This is an optimization exercise on Yosys and OpenROAD, whose aim is small area, a short achievable clock period and few clock cycles per item, not a production implementation. In this exercise RTL edits were held to simulation tests only and were not proved equivalent to the original.

**design.v**
```verilog
module srt4_steps #(parameter S = 6, parameter LW = 34, parameter NW = 12) (
  input  [32:0]   ws_i,
  input  [32:0]   wc_i,
  input  [LW-1:0] low_i,
  input  [NW-1:0] qn_i,
  input  [30:0]   dn,
  output [32:0]   ws_o,
  output [32:0]   wc_o,
  output [LW-1:0] low_o,
  output [NW-1:0] qn_o
);
  function automatic [3:0] qsel(input [6:0] est, input [2:0] di);
    reg signed [6:0] e;
    reg signed [6:0] m2, m1, m0, mn;
    reg ge2, ge1, ge0, gen;
    begin
      e = est;
      case (di)
        3'd0: begin m2 = 7'sd12; mn = -7'sd13; end
        3'd1: begin m2 = 7'sd14; mn = -7'sd15; end
        3'd2: begin m2 = 7'sd15; mn = -7'sd16; end
        3'd3: begin m2 = 7'sd16; mn = -7'sd18; end
        3'd4: begin m2 = 7'sd18; mn = -7'sd20; end
        3'd5: begin m2 = 7'sd20; mn = -7'sd20; end
        3'd6: begin m2 = 7'sd20; mn = -7'sd22; end
        default: begin m2 = 7'sd24; mn = -7'sd24; end
      endcase
      m1 = di[2] ? 7'sd6 : 7'sd4;
      m0 = di[2] ? -7'sd8 : -7'sd5;
      ge2 = (e >= m2);
      ge1 = (e >= m1);
      ge0 = (e >= m0);
      gen = (e >= mn);
      qsel = {ge1, ~ge0, ge2 | ~gen, (ge1 & ~ge2) | (gen & ~ge0)};
    end
  endfunction
  reg [32:0]   ws, wc;
  reg [LW-1:0] low;
  reg [NW-1:0] qn;
  reg [34:0]   ys, yc, mag, op, s35, c35;
  reg [6:0]    est;
  reg [3:0]    qd;
  integer s;
  always @(*) begin
    ws  = ws_i;
    wc  = wc_i;
    low = low_i;
    qn  = qn_i;
    for (s = 0; s < S; s = s + 1) begin
      ys  = {ws, low[LW-1:LW-2]};
      yc  = {wc, 2'b00};
      est = ys[34:28] + yc[34:28];
      qd  = qsel(est, dn[30:28]);
      mag = qd[1] ? {2'b01, dn, 1'b0} : (qd[0] ? {3'b001, dn} : 35'd0);
      op  = qd[3] ? ~mag : mag;
      s35 = ys ^ yc ^ op;
      c35 = {(ys[33:0] & yc[33:0]) | (ys[33:0] & op[33:0]) | (yc[33:0] & op[33:0]), qd[3]};
      ws  = s35[32:0];
      wc  = c35[32:0];
      low = {low[LW-3:0], qd[3] & qd[1], qd[3] & qd[0]};
      qn  = {qn[NW-3:0], qd[2] & qd[1], qd[2] & qd[0]};
    end
  end
  assign ws_o  = ws;
  assign wc_o  = wc;
  assign low_o = low;
  assign qn_o  = qn;
endmodule
module div_top (
  input         clk,
  input         rst,
  input         in_valid,
  output        in_ready,
  input  [63:0] dividend,
  input  [31:0] divisor,
  output        out_valid,
  output [32:0] quotient
);
  localparam S1 = 5, S2 = 6, S3 = 6;    
  localparam W  = 2 * (S1 + S2 + S3);   
  localparam N1 = 2 * S1;               
  localparam N2 = 2 * (S1 + S2);        
  reg        v0;
  reg [63:0] a0;
  reg [31:0] d0;
  always @(posedge clk) begin
    if (rst) v0 <= 1'b0;
    else     v0 <= in_valid;
    a0 <= dividend;
    d0 <= divisor;
  end
  wire sat0 = !(a0[63:33] < d0);    
  reg [4:0] sh;
  integer i;
  always @(*) begin
    sh = 5'd0;
    for (i = 0; i < 32; i = i + 1)
      if (d0[i]) sh = 5'd31 - i[4:0];
  end
  wire [31:0]   dn0 = d0 << sh;
  wire [94:0]   an0 = {31'd0, a0} << sh;
  wire [32:0]   w0  = {2'b00, an0[64:W]};
  wire [32:0]   ws1_c, wc1_c;
  wire [W-1:0]  low1_c;
  wire [N1-1:0] qn1_c;
  srt4_steps #(.S(S1), .LW(W), .NW(N1)) u_s1 (
    .ws_i(w0), .wc_i(33'd0), .low_i(an0[W-1:0]), .qn_i({N1{1'b0}}), .dn(dn0[30:0]),
    .ws_o(ws1_c), .wc_o(wc1_c), .low_o(low1_c), .qn_o(qn1_c));
  reg          v1, sat1;
  reg [32:0]   ws1, wc1;
  reg [W-1:0]  low1;
  reg [N1-1:0] qn1;
  reg [30:0]   dn1;
  always @(posedge clk) begin
    if (rst) v1 <= 1'b0;
    else     v1 <= v0;
    sat1 <= sat0;
    ws1  <= ws1_c;
    wc1  <= wc1_c;
    low1 <= low1_c;
    qn1  <= qn1_c;
    dn1  <= dn0[30:0];
  end
  wire [32:0]   ws2_c, wc2_c;
  wire [W-1:0]  low2_c;
  wire [N2-1:0] qn2_c;
  srt4_steps #(.S(S2), .LW(W), .NW(N2)) u_s2 (
    .ws_i(ws1), .wc_i(wc1), .low_i(low1), .qn_i({{(N2-N1){1'b0}}, qn1}), .dn(dn1),
    .ws_o(ws2_c), .wc_o(wc2_c), .low_o(low2_c), .qn_o(qn2_c));
  reg          v2, sat2;
  reg [32:0]   ws2, wc2;
  reg [W-1:0]  low2;
  reg [N2-1:0] qn2;
  reg [30:0]   dn2;
  always @(posedge clk) begin
    if (rst) v2 <= 1'b0;
    else     v2 <= v1;
    sat2 <= sat1;
    ws2  <= ws2_c;
    wc2  <= wc2_c;
    low2 <= low2_c;
    qn2  <= qn2_c;
    dn2  <= dn1;
  end
  wire [32:0]  ws3_c, wc3_c;
  wire [W-1:0] low3_c;
  wire [W-1:0] qn3_c;
  srt4_steps #(.S(S3), .LW(W), .NW(W)) u_s3 (
    .ws_i(ws2), .wc_i(wc2), .low_i(low2), .qn_i({{(W-N2){1'b0}}, qn2}), .dn(dn2),
    .ws_o(ws3_c), .wc_o(wc3_c), .low_o(low3_c), .qn_o(qn3_c));
  wire [32:0] rfin = ws3_c + wc3_c;
  wire [32:0] q3   = low3_c[32:0] - qn3_c[32:0] - {32'd0, rfin[32]};
  reg        v3;
  reg [32:0] q_r;
  always @(posedge clk) begin
    if (rst) v3 <= 1'b0;
    else     v3 <= v2;
    q_r <= q3 | {33{sat2}};
  end
  assign in_ready  = 1'b1;
  assign out_valid = v3;
  assign quotient  = q_r;
endmodule
```
**config.mk**
```make
export PLATFORM = sky130hd
export DESIGN_NAME = div_top
export DESIGN_NICKNAME = div_top
export VERILOG_FILES = /design/flow/design.v
export SDC_FILE = /design/flow/constraint.sdc
export NUM_CORES = 4
export LEC_CHECK = 0
export ABC_AREA = 1
export CAP_MARGIN = 70
export CORE_MARGIN = 2
export CORE_UTILIZATION = 55
export CTS_CLUSTER_DIAMETER = 50
export CTS_CLUSTER_SIZE = 10
export SETUP_SLACK_MARGIN = 3
export SLEW_MARGIN = 70
```
**run.sh**
```bash
#!/bin/bash
# synth_recipe.tcl (not shown) runs the flow's synth.tcl, then flattens the netlist and writes it again
# the make line also repeats each setting of config.mk as NAME=value (left out here)
make -C /OpenROAD-flow-scripts/flow DESIGN_CONFIG=/design/flow/config.mk WORK_HOME=/design/flow/orfs CLKGATE_MAP_FILE= SYNTH_SCRIPT=/design/flow/synth_recipe.tcl finish
```
**constraint.sdc**
```tcl
create_clock -name core_clock -period 175.0 [get_ports {clk}]
set_input_delay 35.0000 -clock core_clock [delete_from_list [all_inputs] [get_ports {clk}]]
set_output_delay 35.0000 -clock core_clock [all_outputs]
set_load 0.01 [all_outputs]
```
==> reports/summary.md, run 1 <==
The detail route stage leaves a number of antenna-violating nets equal to 0.

The number of nets handed over by synthesis was 7687.

The required time at the endpoint of the critical path was 140000 ps; the number of remaining DRC errors was 0. For this run, the leading register cell type out of synthesis is dfxtp_1. Entering global routing, the biggest net connects 81 pins. The final-layout setup total negative slack is 0 ps. The tree is rooted in a clkbuf_16. The count of yosys warnings during synthesis was 4; the clock net sink count was 423. After clock tree synthesis, the clock-pin slew on the worst setup and hold paths is 50 ps. Global routing finished with a remaining overflow of 0. After detailed routing, the number of vias per cell comes to 5.55.

The full die area was 0.0949 mm2. Summed over all layers, the routed wires come to 151 mm. The top-area cell type share of the netlist area is 0.196, and the hold-fix buffer count after cts is 0. The dominant cell by count in the synthesized netlist is inv_1. TritonCTS built the clock tree. The placed instances occupy a cell area of 0.0538 mm2. Broken down by cell family, the worst path's largest delay share belongs to buffers and inverters. Measured along the y axis, the die boundary spans 308 um.

The run gives 73 as the count of distinct cell types in the synthesized netlist. The proportion of layout cells with a drive suffix above 1 is 0.0599. The run gives 3 as the initial antenna violation count. The total routing usage reported by global routing is 0.321. The mapped cell area is 0.0508 mm2. The number of cells upsized or downsized after cts came out at 0. Counting flops with a built-in enable in the synthesized netlist gives 0. The setup skew after layout was 38.4 ps. The number of buffer and inverter stages on the critical path is 1.

The x dimension of the die was 308 um. In this design, the stage delay of the slowest critical-path cell is 530 ps. For the number of top-level pins, the log shows 134. Number of buffers added on ports: 132. Worst min-delay path category: reg -> reg. CTS built an H-tree with a depth of 2.

Number of buffers created by CTS: 60. The part of the cycle the worst path needs came out at 0.209. The net count reported at finish is 7693, and the total number of placement rows is 111. The number of endpoints with negative hold slack in the final report is 0, and the register bit total from synthesis is 423. The wire-length estimate of the detail-placed layout is 124 mm. For the placer's final routability congestion estimate, the log shows 0.946. The fraction of registers with async set/reset was 0; the number of fillers in the final layout was 8550. Derived from the worst setup path, the maximum achievable clock frequency is 0.0274 GHz.

The sort of element at the start of the critical path is a flip-flop. Counting instances in the post-synthesis netlist gives the leading cell types as 1080 x inv_1, 1035 x nand2_1, 972 x o21ai_0. Sorting the synthesized cells by area gives the leading types as fa_1 20%, dfxtp_1 17%, ha_1 12%. The number of max-slew violations in the final report was 0.

The routed layout has 43.4k vias. Setup slack closes at 138500 ps. The number of endpoints failing setup at the final stage was 0; the minimum clock period after layout was 36500 ps.

Once the clock tree was built, the setup fixing pass inserted 0 buffers. Clock latency on the worst-skew pair, taken at its later pin, is 670 ps. After technology mapping, the gate count stands at 6589. Sequential fraction of the synthesis area: 0.167. The run finished with no timing, DRC or antenna violations.

Prior to clock tree synthesis, the placed netlist has a worst setup slack of 139150 ps. The area of the core is 0.0917 mm2. The average instance in the mapped netlist occupies 7.72 um2. After detailed routing, the average wire length per cell comes to 19.3 um. The slowest stage of the critical path is the clkdlybuf4s50_1 cell. For the total iterations of the first detailed-routing run, the log shows 6. Number of DRC markers after the initial detailed-route iteration: 3224.

Setup repair after global routing left no endpoint under its margin. The tools report the arrival time of data at the critical path endpoint as 1500 ps. Type of the worst setup path: reg -> out.

The sequential cells in the finished layout cover a total of 0.00848 mm2. STA classifies the critical path endpoint as an output pin. Across the run, the number of max-cap violations was 0. Summed over all instances, the cell type with the most area after synthesis is fa_1.

The area of the multi-input gates was 0.0375 mm2; the growth of design area from synthesis to finish was 10.1%. The first global-routing pass estimated 240 mm of wire. Initial core utilization: 0.555.

Summing all non-filler instances in the final layout gives an area of 0.0560 mm2. Walking the worst path, the cells encountered are clkdlybuf4s50_1. In this run the deepest clock path goes through 3 buffers.

Number of global-route vias before repair: 42.8k. The biggest fanout along the worst timing path was 1.
==> per-stage QoR <==
stage          utilization  cells  hold WS, ps
6_report             0.611   7814          323
5_1_grt              0.611   7813          325
4_1_cts              0.608   7807          325
3_5_place_dp         0.587   7713          312
3_3_place_gp         0.580   7696          311
2_1_floorplan            -   6589          310
==> final cells by class <==
class | instances | area share
diodes | 1 | 0.0000447
flip-flops and latches | 423 | 0.151
well taps | 1186 | 0.0265
multi-input cells | 4759 | 0.670
repair buffers | 235 | 0.0431
clock inverters | 22 | 0.00521
inverters | 1116 | 0.0751
clock buffers | 72 | 0.0285
==> final timing paths <==
| path | depth (start not counted) | slack (ps) | to | start |
|---|---|---|---|---|
| min reg2reg | 0 | 320 | qn2[12] | qn1[0] |
| max reg2reg | 155 | 145040 | q_r[30] | dn2[29] |
| min | 0 | 320 | qn2[12] | qn1[0] |
| max | 1 | 138500 | quotient[16] | q_r[16] |
==> state kept, by name (all words and copies together) (netlist names), 20 cells and up <==
register  cells
wc1          33
ws2          33
d0           32
qn2          20
a0           64
wc2          33
low1         33
low2         33
dn2          31
dn1          31
ws1          33
q_r          33
==> metal layers <==
layer	global-route usage	wire length (um)	vias up
li1	-	-	21100
met1	0.403	63600	20700
met2	0.556	72300	1280
met3	0.0414	7940	290
met4	0.131	7030	4
met5	0	24	-
==> cell usage in the layout, fill, tap and decap left out, types with 177 or more instances in the layout <==
cell type / Yosys / routed
o21ai_0: 972 / 941
a21oi_1: 216 / 211
nand2_1: 1035 / 1028
nor2_1: 196 / 188
inv_1: 1080 / 1073
ha_1: 501 / 501
xor2_1: 505 / 497
fa_1: 498 / 498
nand3_1: 179 / 177
dfxtp_1: 423 / 416
==> cell families after synthesis <==
logic type	synth area share
adders and majority gates	0.319
xor gates and xnor gates	0.105
AOI/OAI and AO/OA	0.170
DFF	0.167
and+or+nand+nor	0.127
buffers and inverters	0.108
other	0.0000737
muxes	0.00453
==> worst register-to-register path, delay by kind of cell (launching register included) <==
family / cells / cell delay, ps
AND/OR/NAND/NOR: 45 / 6210
AO/OA/AOI/OAI: 48 / 8380
flip-flops: 1 / 530
adder cells (fa/ha/maj): 24 / 8850
XOR/XNOR: 9 / 1550
buffers and inverters: 29 / 4290
Testbench counts, summed over its fixed seeds: cycles 3,232, items 3,200.
==> run 2: changes to the inputs <==
--- a/design.v
+++ b/design.v
@@ -1,4 +1,4 @@
-module srt4_steps #(parameter S = 6, parameter LW = 34, parameter NW = 12) (
+module srt4_steps #(parameter S = 6, parameter LW = 34, parameter NW = 6) (
   input  [32:0]   ws_i,
   input  [32:0]   wc_i,
   input  [LW-1:0] low_i,
@@ -57,8 +57,8 @@
       c35 = {(ys[33:0] & yc[33:0]) | (ys[33:0] & op[33:0]) | (yc[33:0] & op[33:0]), qd[3]};
       ws  = s35[32:0];
       wc  = c35[32:0];
-      low = {low[LW-3:0], qd[3] & qd[1], qd[3] & qd[0]};
-      qn  = {qn[NW-3:0], qd[2] & qd[1], qd[2] & qd[0]};
+      low = {low[LW-3:0], qd[1] | (qd[2] & qd[0]), qd[0]};
+      qn  = {qn[NW-2:0], qd[2]};
     end
   end
   assign ws_o  = ws;
@@ -78,8 +78,9 @@
 );
   localparam S1 = 5, S2 = 6, S3 = 6;    
   localparam W  = 2 * (S1 + S2 + S3);   
-  localparam N1 = 2 * S1;               
-  localparam N2 = 2 * (S1 + S2);        
+  localparam N1 = S1;                   
+  localparam N2 = S1 + S2;              
+  localparam N3 = S1 + S2 + S3;
   reg        v0;
   reg [63:0] a0;
   reg [31:0] d0;
@@ -144,12 +145,19 @@
   end
   wire [32:0]  ws3_c, wc3_c;
   wire [W-1:0] low3_c;
-  wire [W-1:0] qn3_c;
-  srt4_steps #(.S(S3), .LW(W), .NW(W)) u_s3 (
-    .ws_i(ws2), .wc_i(wc2), .low_i(low2), .qn_i({{(W-N2){1'b0}}, qn2}), .dn(dn2),
+  wire [N3-1:0] qn3_c;
+  srt4_steps #(.S(S3), .LW(W), .NW(N3)) u_s3 (
+    .ws_i(ws2), .wc_i(wc2), .low_i(low2), .qn_i({{(N3-N2){1'b0}}, qn2}), .dn(dn2),
     .ws_o(ws3_c), .wc_o(wc3_c), .low_o(low3_c), .qn_o(qn3_c));
+  reg [W-1:0] nq;
+  integer j;
+  always @(*) begin
+    nq = {W{1'b0}};
+    for (j = 0; j < N3 - 1; j = j + 1)
+      nq[2*j+2] = qn3_c[j];
+  end
   wire [32:0] rfin = ws3_c + wc3_c;
-  wire [32:0] q3   = low3_c[32:0] - qn3_c[32:0] - {32'd0, rfin[32]};
+  wire [32:0] q3   = low3_c[32:0] - nq[32:0] - {32'd0, rfin[32]};
   reg        v3;
   reg [32:0] q_r;
   always @(posedge clk) begin
--- a/config.mk
+++ b/config.mk
@@ -6,10 +6,10 @@
 export NUM_CORES = 4
 export LEC_CHECK = 0
 export ABC_AREA = 1
-export CAP_MARGIN = 70
+export CAP_MARGIN = 20
 export CORE_MARGIN = 2
 export CORE_UTILIZATION = 55
 export CTS_CLUSTER_DIAMETER = 50
 export CTS_CLUSTER_SIZE = 10
 export SETUP_SLACK_MARGIN = 3
-export SLEW_MARGIN = 70
+export SLEW_MARGIN = 20
==> reports/summary.md, run 2 <==
TritonCTS built the clock tree. The tools report the source of the worst hold timing path as low1[13]. The clock arrives with 34.3 ps of skew. The tools report the initial antenna violation count as 0. The slowest stage of the critical path belongs to the cell clkdlybuf4s50_1. The path class of the tightest hold or removal check is reg -> reg.

The synthesized netlist contains 76 unique library cells. Timing would allow up to 0.0274 GHz. The placer's final routability congestion estimate came out at 0.999. The part of the cycle the worst path needs works out to 0.209.

The main flop type after synthesis was dfxtp_1. The number of endpoints with negative hold slack in the final report is 0, and the total number of placement rows is 110. The run gives 0 ps as the final-layout setup total negative slack. For the worst flop-to-flop path, the logic depth is 160. The library cell used most frequently in the layout, excluding fill and tap cells, is nand2_1. The tools report the final cell count without fillers as 7878. The die covers 0.0935 mm2.

Dividing the detail-routed via count by the number of cells gives 5.58. Once detail routing completed, the nets flagged for antenna violations numbered 0. The run gives 0.556 as the initial core utilization. The top cell types in the final layout, fill and taps aside, are 1250 x nand2_1, 1071 x inv_1, 543 x o21ai_0. At the pin with the least slew margin, the transition time is 1120 ps. The clock reaches the later pin of the worst-skew pair after 660 ps.

The biggest fanout along the worst timing path is 1, and the remaining global-route overflow is 0. The required time at the endpoint of the critical path was 140000 ps. The tools report the antenna diode count as 0. After synthesis, the cell types taking the most area are fa_1 20%, dfxtp_1 16%, ha_1 11%.

The die extent in y was 306 um; the total number of H-tree levels was 3. The setup check on the worst reg-to-reg path leaves a slack of 141530 ps.

The growth of design area from synthesis to finish came out at 8.92%. The tools report the start of the worst register-to-register path as dn2[30]. Minimum clock period after layout: 36520 ps.

On the worst path, the slowest cell contributes a delay of 540 ps. The final route contains 43.9k vias. The proportion of layout cells with a drive suffix above 1 works out to 0.0521.

The critical path is of the reg -> out type. After clock tree synthesis, the repair step resized 0 gates. The register bit total from synthesis was 409; the number of DRC markers after the initial detailed-route iteration was 3142. The signal on the critical path passes through clkdlybuf4s50_1. For the headroom to the max-slew limit, the log shows 0.250. After technology mapping, the gate count stands at 6680. Before antenna repair, the detailed router went through 6 iterations.

The number of buffer and inverter stages on the critical path works out to 1. The number of remaining DRC errors came out at 0. Counting every sink on the clock net gives 409. The run gives 0.0901 mm2 as the area of the core. During synthesis, Yosys emitted a total of 4 warnings. The total wire length is 152 mm, and the post-CTS setup buffer count is 0.

The number of endpoints failing setup at the final stage is 0. After routing the design area is 0.0546 mm2. For this design, the CTS-stage hold fixing added 0 buffers. The number of nets in the synthesized netlist is 7730. Library cell with the largest summed area after synthesis: fa_1. The kind of cell adding the most delay to the critical path is buffers and inverters.

Counting tap cells, the placed design contains a total of 7768 instances. The run gives 124 mm as the half-perimeter wire length of the detailed placement result. The total routing usage reported by global routing was 0.328; the number of buffers created by CTS was 66. The sort of element at the start of the critical path was a flip-flop. Along the worst hold path, the cell count comes to 0. Count of maximum capacitance violations: 0. The register name with the most flops is a0. In the final routed layout, each cell accounts on average for 19.3 um.

The run gives 0 as the number of max-slew violations in the final report. Largest net degree at the start of global routing: 82. Dominant cell by count in the synthesized netlist: nand2_1.

The number of cells on the critical path is 1. Buffers placed on the I/O ports in this run total 132. The flow ran to the end and the layout has no timing, DRC or antenna violations. First-pass GRT wire length: 243 mm.

The number of global-route vias before repair is 43.6k, and the arrival time of data at the critical path endpoint is 1520 ps. The top-area cell type share of the netlist area was 0.198. The number of flip-flops under the largest register name was 64. The clock passes through at most 3 buffers. 134 I/O pins were placed.

Tracing the worst setup path back leads to its startpoint at q_r[11]. The tree is rooted in a clkbuf_16.

Clock-pin slew reported for the worst setup and hold paths after clock tree synthesis: 50 ps. After synthesis, the most frequently instantiated cells are 1252 x nand2_1, 1072 x inv_1, 545 x o21ai_0. The critical path capture point type is an output pin. Yosys mapped a number of flops with a built-in enable equal to 0.

Once placement finished, the instance area stood at 0.0523 mm2. The sequential fraction of the synthesis area was 0.163. Setup repair after global routing left no endpoint under its margin. The die is 306 um wide.

The run gives 0.0501 mm2 as the mapped cell area. End-of-flow core utilization: 0.605. The fraction of registers with async set/reset is 0, and the net count reported at finish is 7713.

Synthesized area divided by synthesized cell count: 7.50 um2.
run 2: cell count changes after synthesis, moves of 82 or more:
cell     before   now
nor2_1      196   285
o21ai_1     105    23
a21oi_1     216   478
nand2_1    1035  1252
o22ai_1      36   230
o21ai_0     972   545
run 2: final cells by class:
class,count,area [um2]
tap,1176,1470
sequential,409,8190
timing repair buffer,209,1930
fill,8470,35600
clock inverter,34,483
inverter,1124,4230
multi-input combinational,4853,36600
clock buffer,73,1700
run 2: routing by layer:
| layer | wire, um | global-route usage | vias up |
|---|---|---|---|
| met5 | 138 | 0.0109 | - |
| met2 | 71200 | 0.553 | 1305 |
| met1 | 63900 | 0.409 | 20900 |
| met4 | 8080 | 0.165 | 2 |
| li1 | - | - | 21400 |
| met3 | 8440 | 0.0474 | 260 |
run 2: stage by stage:
step                      hold slack (ps)  setup WS, ps
final                                 322        138480
after global placement                310        139150
after global routing                  322        138440
after floorplan                       310        139670
after detailed placement              312        139160
after CTS                             323        138450
run 2: cells by family after synthesis:
group                    Yosys count  share of synthesized area
AND/OR/NAND/NOR                 1928                      0.161
AO/OA/AOI/OAI                   1461                      0.164
buffers and inverters           1418                      0.108
adder cells (fa/ha/maj)          951                      0.312
XOR/XNOR                         483                     0.0854
flip-flops                       409                      0.163
multiplexers                      29                    0.00579
other                              1                  0.0000749
run 2: final timing paths:
kind             endpoint
max          quotient[11]
min              low2[25]
max reg2reg       q_r[32]
min reg2reg      low2[25]
Testbench counts of run 2, summed over its fixed seeds: cycles 3,232, items 3,200.
==> run 3: changes to the inputs <==
--- a/design.v
+++ b/design.v
@@ -37,7 +37,7 @@
   reg [32:0]   ws, wc;
   reg [LW-1:0] low;
   reg [NW-1:0] qn;
-  reg [34:0]   ys, yc, mag, op, s35, c35;
+  reg [34:0]   ys, yc, op, s35, c35;
   reg [6:0]    est;
   reg [3:0]    qd;
   integer s;
@@ -51,8 +51,8 @@
       yc  = {wc, 2'b00};
       est = ys[34:28] + yc[34:28];
       qd  = qsel(est, dn[30:28]);
-      mag = qd[1] ? {2'b01, dn, 1'b0} : (qd[0] ? {3'b001, dn} : 35'd0);
-      op  = qd[3] ? ~mag : mag;
+      op  = ({35{qd[3] & qd[1]}} & ~{2'b01, dn, 1'b0}) | ({35{qd[3] & qd[0]}} & ~{3'b001, dn})
+          | ({35{qd[2] & qd[1]}} &  {2'b01, dn, 1'b0}) | ({35{qd[2] & qd[0]}} &  {3'b001, dn});
       s35 = ys ^ yc ^ op;
       c35 = {(ys[33:0] & yc[33:0]) | (ys[33:0] & op[33:0]) | (yc[33:0] & op[33:0]), qd[3]};
       ws  = s35[32:0];
--- a/config.mk
+++ b/config.mk
@@ -8,7 +8,7 @@
 export ABC_AREA = 1
 export CAP_MARGIN = 20
 export CORE_MARGIN = 2
-export CORE_UTILIZATION = 55
+export CORE_UTILIZATION = 70
 export CTS_CLUSTER_DIAMETER = 50
 export CTS_CLUSTER_SIZE = 10
 export SETUP_SLACK_MARGIN = 3
==> reports/summary.md, run 3 <==
The run finished with no timing, DRC or antenna violations. For the final routed database, the setup TNS stands at 0 ps.

The worst hold path stage count is 0, and the number of max-slew violations in the final report is 0. The x dimension of the die was 270 um; the total via count after detailed routing was 48.3k. The register bit total from synthesis is 409. The net count reported at finish is 7329.

The total number of placement rows is 97. After clock tree synthesis, the clock-pin slew on the worst setup and hold paths is 60 ps. The growth of design area from synthesis to finish was 6.15%; the number of cells produced by synthesis was 6462. TritonCTS built the clock tree.

The proportion of layout cells with a drive suffix above 1 works out to 0.0479. The number of cells on the critical path is 1. The number of cells upsized or downsized after cts came out at 0.

At the later pin of the worst-skew pair, clock insertion delay measures 630 ps. After synthesis, the netlist uses 76 different library cells. The top-area cell type share of the netlist area works out to 0.200. The region available for standard cell placement spans 0.0701 mm2. Dividing the detail-routed wire length by the instance count gives 22.1 um.

The full die area was 0.0730 mm2. The kind of cell with the highest combined delay along the critical path is buffers and inverters. In this run, CTS created clock tree buffers numbering 55.

The setup path with the least slack is of type reg -> out. In the layout the commonest cells are 1028 x nand2_1, 1007 x inv_1, 495 x fa_1. The fraction of registers with async set/reset was 0; the end-of-flow core utilization was 0.751. The hold-fix buffer count after cts came out at 0. The H-tree was split into 2 levels.

The die extent in y was 270 um. The synthesized area divided by synthesized cell count came out at 7.68 um2. The multi-input combinational cells in the finished layout cover a total of 0.0357 mm2. For the final database, setup skew stands at 21.3 ps. The tools report the arrival time of data at the critical path endpoint as 1520 ps. The congestion estimate from routability-driven global placement came to 1.04. The area of all placed cells without fillers came out at 0.0527 mm2. In this run the remaining antenna-violating nets after routing total 0.

The mapped cell area came out at 0.0496 mm2. The number of remaining DRC errors came out at 0. Dominant cell by count in the synthesized netlist: nand2_1. For the pin with the worst max-slew slack, the measured transition is 1160 ps.

For the clock net sink count, the log shows 409. For this run, the number of Yosys warnings is 4. Counting along the longest clock path gives a buffer depth of 3. The synthesized netlist net count was 7511.

The register with the most flip-flops in the layout has 64 of them. The logs give 0.0509 mm2 for the total placed instance area and 255 mm for the first-pass GRT wire length. Leaving out fill and tap cells, the most frequent cell in the layout is nand2_1. The number of setup buffers added after CTS is 0. The library cell with the largest summed area after synthesis was fa_1. The biggest fanout along the worst timing path is 1. The worst min-delay path category was reg -> reg.

The area taken by flip-flops and latches is 0.00819 mm2, and the initial core utilization is 0.707. Setup repair after global routing left no endpoint under its margin. The initial antenna violation count is 1.

The main flop type after synthesis is dfxtp_1. The number of top-level pins is 134. The number of endpoints with negative hold slack in the final report was 0. The cell with the largest stage delay on the worst path is clkdlybuf4s50_1. Part of the cycle the worst path needs: 0.209. For this run, the detailed router's first-pass iteration total came to 9.

After synthesis, the most frequently instantiated cells are 1030 x nand2_1, 1008 x inv_1, 495 x fa_1. The depth of the most critical reg-to-reg path was 147. The register name with the most flops was a0. The maximum achievable frequency came out at 0.0274 GHz. The largest stage delay on the critical path is 570 ps, and the required time at the endpoint of the critical path is 140000 ps. The sequential fraction of the synthesis area was 0.165; the remaining global-route overflow was 0. The critical path capture point type is an output pin. The tools report the number of fillers in the final layout as 5410.

Walking the worst path, the cells encountered are clkdlybuf4s50_1. The tool flagged a number of max-cap violations equal to 0. The synthesized design contains 0 enable-type register cells. Total wire length: 160 mm. After the first detailed-routing iteration, the DRC count stood at 6206.

During placement, the flow inserted port buffers numbering 132. Entering global routing, the biggest net connects 83 pins. The sort of element at the start of the critical path is a flip-flop. The routed via count divided by cell count came out at 6.67.

The number of buffer and inverter stages on the critical path was 1. Once detailed placement completed, the half-perimeter wirelength came to 124 mm. The routed design could run at a clock period as short as 36520 ps. Setup violations remaining at the end of the flow were counted as 0.

For the total routing usage reported by global routing, the log shows 0.435. For the antenna diode count, the log shows 0. The number of global-route vias before repair came out at 47.3k. The headroom to the max-slew limit came out at 0.216. The tree is rooted in a clkbuf_16.

Ranked by total cell area, the synthesized netlist is headed by fa_1 20%, dfxtp_1 17%, ha_1 11%.
run 3: changes by cell type after synthesis, sizes merged, moves of 68 or more:
cell,change
nor2,-68
nand4,+116
xor2,-387
o2111ai,+77
a221oi,+321
nand3,+84
o21ai,-133
o22ai,+112
nand2,-226
a21oi,-247
clkbuf,+137
run 3: final timing paths:
check | from | to | slack [ps]
max | q_r[16] | quotient[16] | 138480
min | low1[14] | low2[26] | 320
max reg2reg | dn2[29] | q_r[32] | 142140
min reg2reg | low1[14] | low2[26] | 320
run 3: logic make-up (layout without fill, tap and decap cells):
group | count (synthesis) | after routing | share of synthesized area
and+or+nand+nor | 1833 | 1833 | 0.162
adders and majority gates | 950 | 950 | 0.314
AOI/OAI and AO/OA | 1612 | 1612 | 0.214
xor gates and xnor gates | 90 | 90 | 0.0166
other | 1 | 1 | 0.0000756
buffers and inverters | 1516 | 1357 | 0.118
muxes | 51 | 51 | 0.0103
DFF | 409 | 409 | 0.165
run 3: area by class of cell:
type,instances,area share
Timing Repair Buffer,212,0.0366
Multi-Input combinational cell,4537,0.677
Tap cell,940,0.0223
Clock buffer,63,0.0281
Clock inverter,17,0.00480
Sequential cell,409,0.155
Inverter,1065,0.0759
run 3: metal layers:
layer	vias up	share of wire	global-route usage
met4	0	0.082	0.298
met5	-	0	0
met2	3278	0.46	0.720
li1	21700	-	-
met3	773	0.10	0.0805
met1	22500	0.36	0.513
run 3: through the flow:
stage	hold WS (ps)	cells	setup WS [ps]
after floorplan	310	6462	139670
after global placement	311	7162	139180
after detailed placement	312	7162	139120
after CTS	323	7242	138460
after global routing	328	7243	138470
final	323	7243	138480
Testbench counts of run 3, summed over its fixed seeds: cycles 3,232, items 3,200.
==> run 4: changes to the inputs <==
--- a/config.mk
+++ b/config.mk
@@ -8,7 +8,7 @@
 export ABC_AREA = 1
 export CAP_MARGIN = 20
 export CORE_MARGIN = 2
-export CORE_UTILIZATION = 70
+export CORE_UTILIZATION = 55
 export CTS_CLUSTER_DIAMETER = 50
 export CTS_CLUSTER_SIZE = 10
 export SETUP_SLACK_MARGIN = 3
==> reports/summary.md, run 4 <==
The run finished with no timing, DRC or antenna violations. The run gives 0.0434 as the met3 track utilization from global routing. In the routed design, unresolved DRC markers number 0. After synthesis, the most frequently instantiated cells are 1030 x nand2_1, 1008 x inv_1, 495 x fa_1. The sequential fraction of the synthesis area was 0.165; the number of DRC markers after the initial detailed-route iteration was 4884. The die is 304 um tall. Synthesized area divided by synthesized cell count: 7.68 um2. 134 I/O pins were placed.

The total routing usage reported by global routing came out at 0.350. The tools report the count of distinct cell types in the synthesized netlist as 76. The synthesized netlist net count is 7511. The tools report the mapped cell area as 0.0496 mm2. The core region is 0.0897 mm2. Counting the fill cells in the layout gives 8436. Once detail routing completed, the nets flagged for antenna violations numbered 0.

The total wire length is 164 mm. The register with the most flip-flops in the final layout is a0. The smallest clock period supported by the final layout is computed as 36490 ps.

The first detailed-routing pass took 7 iterations. The initial core utilization is 0.553, and the total number of H-tree levels is 2. The slew at the pin closest to its max-slew limit was 1150 ps. The area growth from synthesis to layout is 7.11%.

The critical path is of the reg -> out type. 0 antenna diodes ended up in the layout. The number of buffer and inverter stages on the critical path is 1. The logs give 0.593 for the fraction of met2 tracks used by global routing and 3 for the maximum buffer depth of the clock tree. The initial antenna violation count was 10; the proportion of layout cells with a drive suffix above 1 was 0.0511.

Largest net degree at the start of global routing: 84. met2 is the most crowded layer. The count of maximum capacitance violations is 0.

The register bit total from synthesis is 409. The first-pass GRT wire length was 258 mm. Traced cell by cell, the critical path runs through clkdlybuf4s50_1. For the count of yosys warnings during synthesis, the log shows 4.

Biggest fanout along the worst timing path: 1. The register with the most flip-flops in the layout has 64 of them. The post-CTS setup buffer count is 0. The clock-pin slew reported for the worst setup and hold paths after clock tree synthesis was 50 ps. For the number of endpoints failing setup at the final stage, the log shows 0.

The clock net sink count is 409. The slack of the critical path was 138510 ps. For the worst setup path, the data required time is 140000 ps. In the layout the commonest cells are 1025 x nand2_1, 1006 x inv_1, 495 x fa_1.

Kind of cell adding the most delay to the critical path: buffers and inverters. The run gives 0 as the number of max-slew violations in the final report. TritonCTS created 57 clock buffers. The end-of-flow core utilization is 0.592, and the fraction of registers with async set/reset is 0.

Detailed placement ended at an HPWL of 131 mm. The worst hold slack across all endpoints is 325 ps. The logs give 0 for the number of endpoints with negative hold slack in the final report and 0.0274 GHz for the maximum achievable frequency. The number of hold buffers added after CTS was 0. The tools report the number of cells upsized or downsized after cts as 0. TritonCTS built the clock tree. The total number of placement rows was 110.

The full die area was 0.0926 mm2; the net count reported at finish was 7346. Headroom to the max-slew limit: 0.232. The most frequent standard cell in the layout excluding fill and tap cells was nand2_1. The number of synthesized flops with an enable pin was 0; the setup skew after layout was 34.6 ps. The routed layout has 46.2k vias. The die is 304 um wide. After synthesis, the cell types taking the most area are fa_1 20%, dfxtp_1 17%, ha_1 11%. In the final timing run, aggregate negative setup slack is 0 ps. The part of the cycle the worst path needs is 0.209. Setup repair after global routing left no endpoint under its margin. For this design, the slowest cell found on the critical path is clkdlybuf4s50_1.

The path class of the tightest hold or removal check is reg -> reg. The top-area cell type share of the netlist area came out at 0.200. At the end of routability-driven placement, the weighted congestion stood at 0.983. Critical path capture point type: an output pin.

Library cell with the largest summed area after synthesis: fa_1. Number of global-route vias before repair: 44.7k. In the synthesized netlist, the number of instances is 6462. Dominant cell by count in the synthesized netlist: nand2_1.

For the global routing usage on met1, the log shows 0.438. Before CTS, the worst setup slack after placement is 139170 ps. Global routing finished with a remaining overflow of 0.

At the later pin of the worst-skew pair, clock insertion delay measures 660 ps. For the total placed instance area, the log shows 0.0513 mm2.

The arrival time of data at the critical path endpoint was 1490 ps; the area of all placed cells without fillers was 0.0532 mm2. After detailed routing, the average wire length per cell comes to 21.9 um. STA classifies the critical path startpoint as a flip-flop.

Cell at the root of the clock tree: clkbuf_16. For this run, the slowest stage of the critical path takes 530 ps. In the synthesized netlist the dominant register cell turns out to be dfxtp_1. Using the TritonRoute via totals, the vias-per-cell ratio works out to 6.17. In this run the tool buffered the top-level ports with 132 buffer cells.
## run 4: cell counts after synthesis
No cell type changed its count.
## run 4: stage by stage
step                cells
floorplan            6462
global placement     7414
detailed placement   7414
CTS                  7497
global route         7497
finish               7497
## run 4: cells by family (layout without fill, tap and decap cells)
family	Yosys count	after routing	synth area share
buf+inv	1516	1375	0.118
other cells	1	1	0.0000756
compound gates	1612	1612	0.214
simple gates	1833	1833	0.162
flops	409	409	0.165
xor+xnor	90	90	0.0166
fa+ha+maj	950	950	0.314
mux	51	51	0.0103
## run 4: layer usage
metal / vias up / routed length (um)
met5: - / 12
met4: 2 / 9380
met3: 392 / 11300
met2: 2081 / 77700
met1: 22000 / 66000
li1: 21800 / -
## run 4: worst paths after layout
| check | from | end | slack (ps) | cells after the start |
|---|---|---|---|---|
| setup / recovery | v3 | out_valid | 138510 | 1 |
| hold / removal | qn1[1] | qn2[7] | 320 | 0 |
| setup reg to reg | dn2[28] | q_r[32] | 143140 | 152 |
| hold reg to reg | qn1[1] | qn2[7] | 320 | 0 |
## run 4: layout make-up
type	count	area, um2	area share
multi-input combinational	4537	35700	0.671
sequential	409	8190	0.154
inverter	1065	4000	0.0753
timing repair buffer	227	2030	0.0383
clock buffer	63	1490	0.0280
tap	1176	1470	0.0277
clock inverter	20	303	0.00570
==> run 5: changes to the inputs <==
--- a/config.mk
+++ b/config.mk
@@ -9,7 +9,8 @@
 export CAP_MARGIN = 20
 export CORE_MARGIN = 2
 export CORE_UTILIZATION = 55
-export CTS_CLUSTER_DIAMETER = 50
-export CTS_CLUSTER_SIZE = 10
+export CTS_BUF_LIST = sky130_fd_sc_hd__clkbuf_8 sky130_fd_sc_hd__clkbuf_16
+export CTS_CLUSTER_DIAMETER = 80
+export CTS_CLUSTER_SIZE = 20
 export SETUP_SLACK_MARGIN = 3
 export SLEW_MARGIN = 20
==> reports/summary.md, run 5 <==
The flow ran to the end and the layout has no timing, DRC or antenna violations. The run gives 0 as the count of maximum capacitance violations. Dominant cell by count in the synthesized netlist: nand2_1. The remaining global-route overflow is 0.

STA classifies the critical path endpoint as an output pin. Arrival time of data at the critical path endpoint: 1510 ps. The tools report the total via count after detailed routing as 46.2k. The run gives 0 as the number of remaining DRC errors. STA classifies the critical path startpoint as a flip-flop. In this run the most critical hold path is launched from low1[0].

The region available for standard cell placement spans 0.0897 mm2. Setup violations remaining at the end of the flow were counted as 0.

The worst hold path was traced through 0 stages. For this run, the number of Yosys warnings is 4. For this design, the sink count on the clock tree is 409. The initial core utilization was 0.553. Number of cells upsized or downsized after cts: 0. Setup repair after global routing left no endpoint under its margin. Across the whole layout, storage elements account for 0.00819 mm2. The minimum clock period after layout is 36510 ps. The count of distinct cell types in the synthesized netlist is 76. Derived from the worst setup path, the maximum achievable clock frequency is 0.0274 GHz.

The register with the most flip-flops in the layout has 64 of them. For the initial antenna violation count, the log shows 8. Endpoint of the worst hold path: low2[12]. Input and output buffers added on the ports amount to 132.

At the end of routability-driven placement, the weighted congestion stood at 0.983. The run gives 0.235 as the headroom to the max-slew limit. The number of global-route vias before repair was 44.3k; the number of synthesized flops with an enable pin was 0.

The worst-skew pair later-pin latency was 660 ps; the setup skew after layout was 28.3 ps. In this run the critical register-to-register path is launched from dn2[28]. For this run, the slowest stage of the critical path takes 530 ps. Top-area cell type share of the netlist area: 0.200.

The number of top-level pins is 134, and the die extent in y is 304 um. The cell with the largest stage delay on the worst path was clkdlybuf4s50_1. TritonCTS created 31 clock buffers. The growth of design area from synthesis to finish is 5.54%, and the antenna diode count is 0. For the pin with the worst max-slew slack, the measured transition is 1150 ps. The run gives 3 as the maximum buffer depth of the clock tree.

Walking the worst path, the cells encountered are clkdlybuf4s50_1. In the synthesized netlist the dominant register cell turns out to be dfxtp_1. The post-CTS setup buffer count came out at 0.

The library cell used most frequently in the layout, excluding fill and tap cells, is nand2_1. The tools report the hold-fix buffer count after cts as 0. Entering global routing, the biggest net connects 84 pins.

The synthesized design spends more area on one cell type than any other, namely fa_1. By area the synthesized netlist is led by fa_1 20%, dfxtp_1 17%, ha_1 11%. The routed length per instance is 21.9 um. The pre-CTS setup slack is 139170 ps.

The run gives 143140 ps as the slack of the worst reg-to-reg path. The register with the most flip-flops in the final layout is a0. In this run the clock root is driven by a clkbuf_16. The worst register-to-register path ends at q_r[32]. The run gives 110 as the total number of placement rows.

Measured in cells, the most critical reg-to-reg path has a length of 152. The proportion of layout cells with a drive suffix above 1 is 0.0464. Counting the fill cells in the layout gives 8505. For the number of cells produced by synthesis, the log shows 6462.

The first global-routing pass estimated 257 mm of wire. Type of the worst setup path: reg -> out. The die covers 0.0926 mm2. The library cells used most frequently in the layout, excluding fill and tap cells, are 1025 x nand2_1, 1006 x inv_1, 495 x fa_1. TritonCTS built the clock tree.

In this run, the number of DRC markers left after iteration 0 of detailed routing was 4773. The final-layout setup total negative slack came out at 0 ps. For the total routing usage reported by global routing, the log shows 0.347. The x dimension of the die works out to 304 um. Counting instances in the post-synthesis netlist gives the leading cell types as 1030 x nand2_1, 1008 x inv_1, 495 x fa_1. The fraction of registers with async set/reset was 0; the sequential fraction of the synthesis area was 0.165. The number of max-slew violations in the final report was 0; the mapped cell area was 0.0496 mm2. The path class of the tightest hold or removal check is reg -> reg. The synthesized netlist net count was 7511. The part of the cycle the worst path needs is 0.209.

The kind of cell adding the most delay to the critical path is buffers and inverters. Post-detailed-route count of antenna-violating nets: 0. The number of endpoints with negative hold slack in the final report came out at 0. After detailed routing, the number of vias per cell comes to 6.19. Once routing completed, OpenROAD measured the worst setup slack at 138490 ps. STA puts the critical path data required time at 140000 ps. Half-perimeter wire length of the detailed placement result: 131 mm. The total iterations of the first detailed-routing run is 7.

After clock tree synthesis, the clock-pin slew on the worst setup and hold paths is 80 ps. For the total number of H-tree levels, the log shows 1. In this run the mean area of a mapped cell was 7.68 um2. Area of the multi-input gates: 0.0357 mm2. The register bit total from synthesis is 409, and the biggest fanout along the worst timing path is 1. The number of buffer and inverter stages on the critical path is 1, and the net count reported at finish is 7320. The routed design has 164 mm of wire.
run 5: changes by cell type in the layout (fill, tap and decap cells not counted), sizes merged:
cell      change
bufinv        -5
clkinv        +3
inv           +2
clkinvlp      -4
clkbuf       -29
run 5: per-layer routing:
layer  share of wire  global-route usage
met1            0.40               0.439
met2            0.47               0.597
met3           0.068              0.0343
met4           0.054               0.164
met5        0.000092                   0
run 5: worst max-delay path by stage:
stage | slack (ps) | endpoint | cells after the start | from
floorplan | 139670 | out_valid | 0 | v3
global placement | 139180 | out_valid | 1 | v3
detailed placement | 139170 | quotient[29] | 1 | q_r[29]
CTS | 138440 | quotient[29] | 1 | q_r[29]
global route | 138430 | quotient[27] | 1 | q_r[27]
finish | 138490 | quotient[27] | 1 | q_r[27]
run 5: layout make-up:
cell class	instances	share of cell area
Multi-Input combinational cell	4537	0.681
Sequential cell	409	0.156
Inverter	1065	0.0764
Timing Repair Buffer	227	0.0388
Tap cell	1176	0.0281
Clock buffer	34	0.0156
Clock inverter	16	0.00375
run 5: cell families (layout without fill, tap and decap cells):
logic type                 after synthesis  after routing  share of synthesized area
xor gates and xnor gates                90             90                     0.0166
buffers and inverters                 1516           1342                      0.118
and+or+nand+nor                       1833           1833                      0.162
muxes                                   51             51                     0.0103
other                                    1              1                  0.0000756
adders and majority gates              950            950                      0.314
DFF                                    409            409                      0.165
AOI/OAI and AO/OA                     1612           1612                      0.214
run 5: metrics by stage:
step | cells | hold WS (ps) | instance area, um2 | utilization
2_1_floorplan | 6462 | 310 | 49600 | -
3_3_place_gp | 7414 | 310 | 51300 | 0.572
3_5_place_dp | 7414 | 312 | 51300 | 0.572
4_1_cts | 7464 | 331 | 52400 | 0.584
5_1_grt | 7464 | 339 | 52400 | 0.584
6_report | 7464 | 331 | 52400 | 0.584
==> run 6: changes to the inputs <==
--- a/config.mk
+++ b/config.mk
@@ -9,8 +9,8 @@
 export CAP_MARGIN = 20
 export CORE_MARGIN = 2
 export CORE_UTILIZATION = 55
-export CTS_BUF_LIST = sky130_fd_sc_hd__clkbuf_8 sky130_fd_sc_hd__clkbuf_16
-export CTS_CLUSTER_DIAMETER = 80
-export CTS_CLUSTER_SIZE = 20
+export CTS_BUF_LIST = sky130_fd_sc_hd__clkbuf_8
+export CTS_CLUSTER_DIAMETER = 60
+export CTS_CLUSTER_SIZE = 15
 export SETUP_SLACK_MARGIN = 3
 export SLEW_MARGIN = 20
==> reports/summary.md, run 6 <==
In this run the most used layer during global routing was met2. The number of buffer and inverter stages on the critical path works out to 1. The sequential fraction of the synthesis area came out at 0.165. The first global-routing pass estimated 257 mm of wire. The cell at the root of the clock tree is clkbuf_8. The top-area cell type share of the netlist area is 0.200, and the growth of design area from synthesis to finish is 5.17%.

The clock net sink count was 409. The floorplan step defined a die boundary enclosing 0.0926 mm2. The critical path is of the reg -> out type.

Synthesis handed over a netlist of 6462 instances. The worst min-delay path category is reg -> reg. The tools report the required time at the endpoint of the critical path as 140000 ps.

The maximum buffer depth of the clock tree is 3. Hold repair after CTS inserted 0 buffers. The worst hold path passes through 0 cells. For this run the aggregate overflow at the end of global routing stands at 0. The initial antenna violation count is 11. The tools report the met3 track utilization from global routing as 0.0437. The synthesized netlist occupies a cell area of 0.0496 mm2.

The register name with the most flops was a0. The initial core utilization is 0.553.

For the worst-skew pair, the clock arrives at the later sink with an insertion delay of 720 ps. The number of synthesized flops with an enable pin is 0. TritonCTS built the clock tree.

Setup repair after global routing left no endpoint under its margin. The tool flagged a number of max-cap violations equal to 0. The placer's final routability congestion estimate was 0.983; the routed length per instance was 21.8 um.

Each instance of the synthesized netlist takes up on average 7.68 um2. The tools report the fraction of met2 tracks used by global routing as 0.591. Leaving out fill and tap cells, the most frequent cell in the layout is nand2_1.

The number of placed instances, taps included, is 7414. Synthesized netlist net count: 7511. The logs give 0 for the post-CTS setup buffer count and 0 for the number of endpoints failing setup at the final stage.

The worst hold slack across all endpoints was 331 ps; the largest net degree at the start of global routing was 84. The top cell types in the final layout, fill and taps aside, are 1025 x nand2_1, 1009 x inv_1, 495 x fa_1. Counting cells, the worst reg-to-reg path comes to 152.

The fraction of registers with async set/reset was 0; the number of DRC markers after the initial detailed-route iteration was 4633. In this design, the largest share of critical-path delay is due to buffers and inverters. The part of the cycle the worst path needs is 0.209. After clock tree synthesis, the clock-pin slew on the worst setup and hold paths is 90 ps.

The number of endpoints with negative hold slack in the final report was 0; the number of buffers added on ports was 132. Yosys instantiated no cell more often than nand2_1. For the global routing usage on met1, the log shows 0.437. The floorplan step set the die width to 304 um. The tools report the sort of element at the start of the critical path as a flip-flop. In the routed design, unresolved DRC markers number 0.

The HPWL after detailed placement is 131 mm. The headroom to the max-slew limit was 0.233; the proportion of layout cells with a drive suffix above 1 was 0.0484. The H-tree was split into 2 levels.

The worst setup path is captured at an output pin. Cell with the largest stage delay on the worst path: clkdlybuf4s50_1. During synthesis, Yosys emitted a total of 4 warnings. The tools report the setup skew after layout as 29.5 ps.

In the synthesized netlist, the cells that appear most often are 1030 x nand2_1, 1008 x inv_1, 495 x fa_1. The number of cells on the critical path came out at 1. The total routing usage reported by global routing was 0.349; the net count reported at finish was 7330. Wires add up to 163 mm.

The register with the most flip-flops in the layout has 64 of them. Number of global-route vias before repair: 44.4k. The initialized floorplan defines 110 standard-cell rows. After synthesis, the netlist uses 76 different library cells.

The routed via count divided by cell count came out at 6.16. The number of max-slew violations in the final report is 0. The minimum clock period after layout works out to 36560 ps.

The library cell with the largest summed area after synthesis was fa_1. Main flop type after synthesis: dfxtp_1. Pin placement for this block handled 134 I/O pins. Once the clock tree was built, the resizer swapped 0 gates to a different size.

The area of the core was 0.0897 mm2; the register bit total from synthesis was 409. Buffers inserted during clock tree synthesis total 41. The flow ran to the end and the layout has no timing, DRC or antenna violations. The logs give 0.0273 GHz for the maximum achievable frequency and 0 ps for the final-layout setup total negative slack. The post-detailed-route count of antenna-violating nets was 0; the total iterations of the first detailed-routing run was 9. The die extent in y was 304 um. STA puts the critical path data arrival time at 1560 ps. On the worst path, the slowest cell contributes a delay of 530 ps.

The critical path goes through clkdlybuf4s50_1. The logs give 7483 for the final cell count without fillers and 46.1k for the total via count after detailed routing. At the pin with the least slew margin, the transition time is 1150 ps. The biggest fanout along the worst timing path is 1. By area the synthesized netlist is led by fa_1 20%, dfxtp_1 17%, ha_1 11%.
[run 6: worst register-to-register path: cells and delay by family, from the launching register on]
| family | cells | cell delay [ps] |
|---|---|---|
| AND/OR/NAND/NOR | 41 | 5600 |
| AO/OA/AOI/OAI | 48 | 9940 |
| flip-flops | 1 | 990 |
| adder cells (fa/ha/maj) | 23 | 8390 |
| buffers and inverters | 35 | 5030 |
| XOR/XNOR | 5 | 1680 |
[run 6: final cells by class]
class	instances	area (um2)
Fill cell	8543	37600
Clock inverter	23	226
Sequential cell	409	8190
Antenna cell	3	7.51
Timing Repair Buffer	227	2030
Tap cell	1176	1470
Multi-Input combinational cell	4537	35700
Inverter	1065	4000
Clock buffer	43	592
[run 6: through the flow]
step / setup WS [ps] / area [um2] / util
2_1_floorplan: 139670 / 49600 / -
3_3_place_gp: 139180 / 51300 / 0.572
3_5_place_dp: 139170 / 51300 / 0.572
4_1_cts: 138360 / 52200 / 0.581
5_1_grt: 138340 / 52200 / 0.582
6_report: 138440 / 52200 / 0.582
[run 6: final timing paths]
check	start	endpoint	slack, ps
min reg2reg	low1[17]	low2[29]	330
min	low1[17]	low2[29]	330
max	q_r[29]	quotient[29]	138440
max reg2reg	dn2[28]	q_r[32]	143190
[run 6: cells by family after synthesis]
logic type      Yosys count  synth area share
mux                      51            0.0103
other cells               1         0.0000756
xor+xnor                 90            0.0166
flops                   409             0.165
buf+inv                1516             0.118
fa+ha+maj               950             0.314
compound gates         1612             0.214
simple gates           1833             0.162
[run 6: per-layer routing]
| layer | vias up | part of all wire |
|---|---|---|
| li1 | 21800 | - |
| met1 | 21900 | 0.40 |
| met5 | - | 0 |
| met3 | 384 | 0.072 |
| met2 | 2042 | 0.47 |
| met4 | 0 | 0.057 |
==> run 7: changes to the inputs <==
==> flow/run.sh (new file) <==
#!/bin/bash
# Standard layout, except that the port buffers are buf_2 cells instead of
# the default pick (a delay buffer), which shortens every input and output path.
set -e
export BUFFER_PORTS_ARGS="-buffer_cell sky130_fd_sc_hd__buf_2"
bash standard.sh > standard.log 2>&1
==> standard.sh (new file) <==
#!/bin/bash
# synth_recipe.tcl (not shown) runs the flow's synth.tcl, then flattens the netlist and writes it again
# the make line also repeats each setting of config.mk as NAME=value (left out here)
make -C /OpenROAD-flow-scripts/flow DESIGN_CONFIG=/design/flow/config.mk WORK_HOME=/design/flow/orfs CLKGATE_MAP_FILE= SYNTH_SCRIPT=/design/flow/synth_recipe.tcl "${@:-finish}"
removed: run.sh
==> reports/summary.md, run 7 <==
The number of cells on the critical path works out to 1. The depth of the most critical reg-to-reg path is 155. Clock tree synthesis found a total of 409 sinks. Number of buffer and inverter stages on the critical path: 1. TritonCTS built the clock tree. The initial antenna violation count came out at 3. Timing would allow up to 0.0276 GHz. The slew at the pin closest to its max-slew limit was 1150 ps. The tools report the cell at the root of the clock tree as clkbuf_8. Walking the worst path, the cells encountered are buf_2.

The growth of design area from synthesis to finish was 4.13%; the number of max-slew violations in the final report was 0. The flow ran to the end and the layout has no timing, DRC or antenna violations. In this run the deepest clock path goes through 3 buffers. The tools report the placer's final routability congestion estimate as 0.955.

The path class of the tightest hold or removal check is reg -> reg. The synthesized netlist net count was 7511; the number of cells produced by synthesis was 6462. The post-detailed-route count of antenna-violating nets came out at 0. Grouping stages by cell kind, the critical path spends the most delay in flip-flops.

The net count of the finished layout is 7338. The synthesized area divided by synthesized cell count came out at 7.68 um2. The run gives 4 as the count of yosys warnings during synthesis. The number of global-route vias before repair is 44.6k.

The headroom to the max-slew limit is 0.233, and the final-layout setup total negative slack is 0 ps. The sequential fraction of the synthesis area was 0.165. In the final routed layout, each cell accounts on average for 21.9 um. The largest net degree at the start of global routing is 92.

The part of the cycle the worst path needs was 0.207; the post-CTS setup buffer count was 0. The tools report the initial core utilization as 0.553. After clock tree synthesis, the clock-pin slew on the worst setup and hold paths is 90 ps. The largest stage delay on the critical path was 320 ps.

The mapped cell area is 0.0496 mm2. The floorplan step set the die width to 304 um. The placed instances occupy a cell area of 0.0507 mm2. In the synthesized netlist, the cells that appear most often are 1030 x nand2_1, 1008 x inv_1, 495 x fa_1. The top-area cell type share of the netlist area was 0.200. Ranked by total cell area, the synthesized netlist is headed by fa_1 20%, dfxtp_1 17%, ha_1 11%. In this run the number of H-tree levels came out at 2. The tools report the total number of placement rows as 110. The worst hold path passes through 0 cells. The number of buffers created by CTS is 45, and the count of maximum capacitance violations is 0. Number of endpoints with negative hold slack in the final report: 0. The later pin in the worst-skew pair is clocked with a latency of 760 ps. The worst setup path is captured at an output pin. The dominant cell by count in the synthesized netlist is nand2_1. Leaving out fill and tap cells, the most frequent cell in the layout is nand2_1. Total via count after detailed routing: 46.2k.

After floorplanning, the core was sized to cover 0.0897 mm2. The finished cells cover 0.0517 mm2. Data on the critical path arrives at its endpoint at 1200 ps. The number of buffers added on ports is 132. The required time at the endpoint of the critical path came out at 140000 ps.

Number of flip-flops under the largest register name: 64. The total wire length came out at 164 mm. Counting I/O delays and the setup requirement, the final critical path takes 36200 ps. The biggest fanout along the worst timing path is 1. The number of DRC markers after the initial detailed-route iteration is 4514. Setup violations remaining at the end of the flow were counted as 0.

Fraction of registers with async set/reset: 0. Leaving out fill and tap cells, the most frequent cells in the layout are 1026 x nand2_1, 1010 x inv_1, 495 x fa_1. The worst setup path is launched from a flip-flop.

Setup repair after global routing left no endpoint under its margin. The first global-routing pass estimated 259 mm of wire. For this run, design rule violations remaining after detail routing come to 0. The logs give 8611 for the number of fillers in the final layout and 0 for the number of cells upsized or downsized after cts. In this run, synthesis produced a sequential element count of 409. The number of top-level pins is 134. The run gives 0 as the hold-fix buffer count after cts. The half-perimeter wire length of the detailed placement result is 131 mm. The run gives 0.351 as the total routing usage reported by global routing.

The first TritonRoute pass finished after 6 iterations. a0 holds more flip-flops than any other register. Dividing the detail-routed via count by the number of cells gives 6.16.

The number of synthesized flops with an enable pin was 0. The cell with the largest stage delay on the worst path is dfxtp_1. The count of distinct cell types in the synthesized netlist came out at 76.

Summed over all instances, the cell type with the most area after synthesis is fa_1. The proportion of layout cells with a drive suffix above 1 works out to 0.0711. On the final layout, the worst clock skew is 93.7 ps.

Global routing finished with a remaining overflow of 0. The main flop type after synthesis was dfxtp_1. The full die area was 0.0926 mm2; the die extent in y was 304 um. The worst setup path is of the reg -> out kind.
## run 7: cell counts after synthesis
Identical to the previous run, type by type.
## run 7: path summary, 6_finish.rpt
check	start	end	slack, ps
min reg2reg	low1[8]	low2[20]	330
min	low1[8]	low2[20]	330
max reg2reg	dn2[29]	q_r[32]	143000
max	v3	out_valid	138800
## run 7: cell families (layout without fill, tap and decap cells)
kind of cell,Yosys count,after routing,share of synthesized area
buffers and inverters,1516,1373,0.118
AOI/OAI and AO/OA,1612,1612,0.214
muxes,51,51,0.0103
xor gates and xnor gates,90,90,0.0166
and+or+nand+nor,1833,1833,0.162
adders and majority gates,950,950,0.314
DFF,409,409,0.165
other,1,3,0.0000756
## run 7: area by class of cell
class                           count  area (um2)  share of cell area
Antenna cell                        2        5.00           0.0000969
Clock buffer                       46         633              0.0123
Clock inverter                     31         293             0.00567
Inverter                         1065        4000              0.0774
Multi-Input combinational cell   4537       35700               0.690
Sequential cell                   409        8190               0.158
Tap cell                         1176        1470              0.0285
Timing Repair Buffer              231        1420              0.0275
## run 7: metrics by stage
step | cells | util | hold slack (ps) | setup WS (ps)
after floorplan | 6462 | - | 310 | 139670
after global placement | 7416 | 0.565 | 310 | 139600
after detailed placement | 7416 | 0.565 | 312 | 139580
after CTS | 7493 | 0.575 | 333 | 138740
after global routing | 7497 | 0.576 | 341 | 138760
final | 7497 | 0.576 | 332 | 138800
## run 7: metal layers
metal,vias up,part of all wire,global-route usage
li1,21800,-,-
met1,21900,0.40,0.435
met2,2127,0.47,0.596
met3,407,0.073,0.0493
met4,0,0.057,0.178
met5,-,0,0
==> run 8: changes to the inputs <==
--- a/config.mk
+++ b/config.mk
@@ -9,8 +9,8 @@
 export CAP_MARGIN = 20
 export CORE_MARGIN = 2
 export CORE_UTILIZATION = 55
-export CTS_BUF_LIST = sky130_fd_sc_hd__clkbuf_8
-export CTS_CLUSTER_DIAMETER = 60
-export CTS_CLUSTER_SIZE = 15
+export CTS_BUF_LIST = sky130_fd_sc_hd__clkbuf_16
+export CTS_CLUSTER_DIAMETER = 100
+export CTS_CLUSTER_SIZE = 30
 export SETUP_SLACK_MARGIN = 3
 export SLEW_MARGIN = 20
==> reports/summary.md, run 8 <==
The flow ran to the end and the layout has no timing, DRC or antenna violations. STA puts the critical path data arrival time at 1100 ps. For this run, the slowest stage of the critical path takes 330 ps. The routed via count divided by cell count came out at 6.16. Number of endpoints with negative hold slack in the final report: 0.

Slew at the pin closest to its max-slew limit: 1160 ps. Setup repair after global routing left no endpoint under its margin. The routed length per instance is 21.9 um, and the placer's final routability congestion estimate is 0.955. The area taken by flip-flops and latches is 0.00819 mm2. For the total routing usage reported by global routing, the log shows 0.349. Synthesis inferred 409 register bits.

The hold-fix buffer count after cts is 0, and the number of endpoints failing setup at the final stage is 0. The count of maximum capacitance violations is 0, and the die extent in y is 304 um. OpenSTA, run right after detailed placement, puts the worst setup slack at 139580 ps. The biggest fanout along the worst timing path came out at 1. The logs give 0.553 for the initial core utilization and 0 for the remaining global-route overflow. In the final layout, the multi-input gates occupy 0.0357 mm2. In the post-synthesis netlist, the biggest area contributors are fa_1 20%, dfxtp_1 17%, ha_1 11%. The fraction of registers with async set/reset is 0, and the number of cells produced by synthesis is 6462. The kind of cell adding the most delay to the critical path is flip-flops. Counting the fill cells in the layout gives 8570.

The xor and xnor area share after synthesis was 0.0166; the compound-cell area share of the yosys netlist was 0.214. After synthesis, the most frequently instantiated cells are 1030 x nand2_1, 1008 x inv_1, 495 x fa_1. Number of buffer and inverter stages on the critical path: 1. The number of buffers added on ports is 132.

With fillers left out, the area of the finished cells amounts to 0.0516 mm2. The final layout contains 7316 nets. After layout, the worst setup slack is 138900 ps. The die is 304 um wide. For the number of global-route vias before repair, the log shows 44.3k. Part of the cycle the worst path needs: 0.206.

The worst min-delay path category was reg -> reg. The post-synthesis share of cell area spent on full adders, half adders and majority gates was 0.314; the count of yosys warnings during synthesis was 4. TritonCTS built the clock tree. The tools report the sort of element at the start of the critical path as a flip-flop.

The number of nets in the synthesized netlist is 7511. The longest clock path from root to sink contains 3 buffers. The run gives 0.0507 mm2 as the total placed instance area. Entering global routing, the biggest net connects 92 pins. The tools report the half-perimeter wire length of the detailed placement result as 131 mm.

The library cell used most frequently in the layout, excluding fill and tap cells, is nand2_1. The number of synthesized flops with an enable pin is 0. nand2_1 is the most common cell in the netlist. Mux contribution to synthesized area: 0.0103. In the layout the commonest cells are 1026 x nand2_1, 1006 x inv_1, 495 x fa_1.

After clock tree synthesis, the clock-pin slew on the worst setup and hold paths is 110 ps. The end-of-flow core utilization came out at 0.575. The number of buffers created by CTS came out at 24. The top-area cell type share of the netlist area was 0.200. The logs give 0 for the number of max-slew violations in the final report and 0 for the post-CTS setup buffer count. Total number of placement rows: 110. The simple-gate area share of the yosys netlist was 0.162; the initial antenna violation count was 4.

The clock net sink count is 409, and the total iterations of the first detailed-routing run is 7. The headroom to the max-slew limit is 0.228. In this run the clock root is driven by a clkbuf_16. The logs give 0.0926 mm2 for the full die area and 4509 for the number of DRC markers after the initial detailed-route iteration. The critical path is of the reg -> out type. The total number of H-tree levels came out at 1.
[run 8: cell types whose count changed in the layout (fill, tap and decap cells not counted), moves of 2 or more]
cell / delta
clkbuf_16: +24
clkbuf_8: -46
clkinv_16: +4
clkinv_2: -4
clkinv_4: -2
clkinv_8: -4
clkinvlp_4: -6
inv_1: -4
inv_12: +3
inv_6: -4
[run 8: path summary, 6_finish.rpt]
check / start / endpoint / slack (ps) / cells past startpoint
max: q_r[32] / quotient[32] / 138900 / 1
max reg2reg: dn2[29] / q_r[32] / 143100 / 155
min: low1[4] / low2[16] / 320 / 0
min reg2reg: low1[4] / low2[16] / 320 / 0
[run 8: logic make-up after synthesis]
kind of cell	Yosys count
compound gates	1612
xor+xnor	90
fa+ha+maj	950
buf+inv	1516
flops	409
mux	51
other cells	1
simple gates	1833
[run 8: through the flow]
step / hold slack [ps] / std cells
floorplan: 310 / 6462
global placement: 310 / 7416
detailed placement: 312 / 7416
CTS: 325 / 7456
global route: 326 / 7457
finish: 321 / 7459
[run 8: cell type report]
| cell class | instances | share of cell area |
|---|---|---|
| Inverter | 1065 | 0.0775 |
| Antenna cell | 2 | 0.0000970 |
| Clock inverter | 16 | 0.00558 |
| Clock buffer | 24 | 0.0116 |
| Timing Repair Buffer | 230 | 0.0272 |
| Sequential cell | 409 | 0.159 |
| Multi-Input combinational cell | 4537 | 0.691 |
| Tap cell | 1176 | 0.0285 |
[run 8: layer usage]
metal / share of wire / global-route usage / routed length [um] / up-vias
met3: 0.072 / 0.0446 / 11800 / 363
met4: 0.058 / 0.170 / 9480 / 0
met2: 0.47 / 0.593 / 76700 / 2042
li1: - / - / - / 21700
met5: 0 / 0 / 0 / -
met1: 0.40 / 0.437 / 65500 / 21800
[run 8: worst reg2reg max path: cells and delay by family, from the launching register on]
family                   cells  cell delay (ps)
AO/OA/AOI/OAI               47             9340
adder cells (fa/ha/maj)     23             8400
AND/OR/NAND/NOR             44             5980
buffers and inverters       36             5610
XOR/XNOR                     5             1650
flip-flops                   1              890

port drivers added, routing unchanged:
The flow's constraints put no driver on any port. The routed layouts listed below were extracted and timed again, unchanged, in two steps. Step 1 sets driving cells, clkbuf_16 on the clock port and buf_2 on the other inputs (assumed; they add their load-dependent delay and slew). Step 2 moves the port delays by t, midway between the first and last clock arrival at a register: inputs arrive t later, outputs are due t later. That takes back most of the time a late clock gives input paths. Three values: ideal, step 1, step 2; two values: the first two.
run	t (ns)	setup slack, ns	hold slack, ns	worst setup path after step 2	slew at the worst register clock pin (ns)
run 1	0.724	138.496 / 138.423 / 139.147	0.323 / 0.323 / 0.323	register to output	0.06 / 0.06
run 2	0.710	138.481 / 138.412 / 139.122	0.322 / 0.322 / 0.322	register to output	0.06 / 0.06
run 3	0.689	138.480 / 138.408 / 139.096	0.323 / 0.323 / 0.323	register to output	0.06 / 0.06
run 4	0.706	138.507 / 138.439 / 139.145	0.325 / 0.325 / 0.325	register to output	0.06 / 0.06
run 5	0.718	138.493 / 138.423 / 139.141	0.331 / 0.331 / 0.331	register to output	0.09 / 0.09
run 6	0.766	138.436 / 138.371 / 139.137	0.331 / 0.331 / 0.331	register to output	0.10 / 0.10
run 7	0.781	138.800 / 138.733 / 139.514	0.332 / 0.332 / 0.332	register to output	0.09 / 0.09
run 8	0.688	138.896 / 138.824 / 139.511	0.321 / 0.321 / 0.321	register to output	0.11 / 0.11
After both steps setup and hold are still met in every run listed.
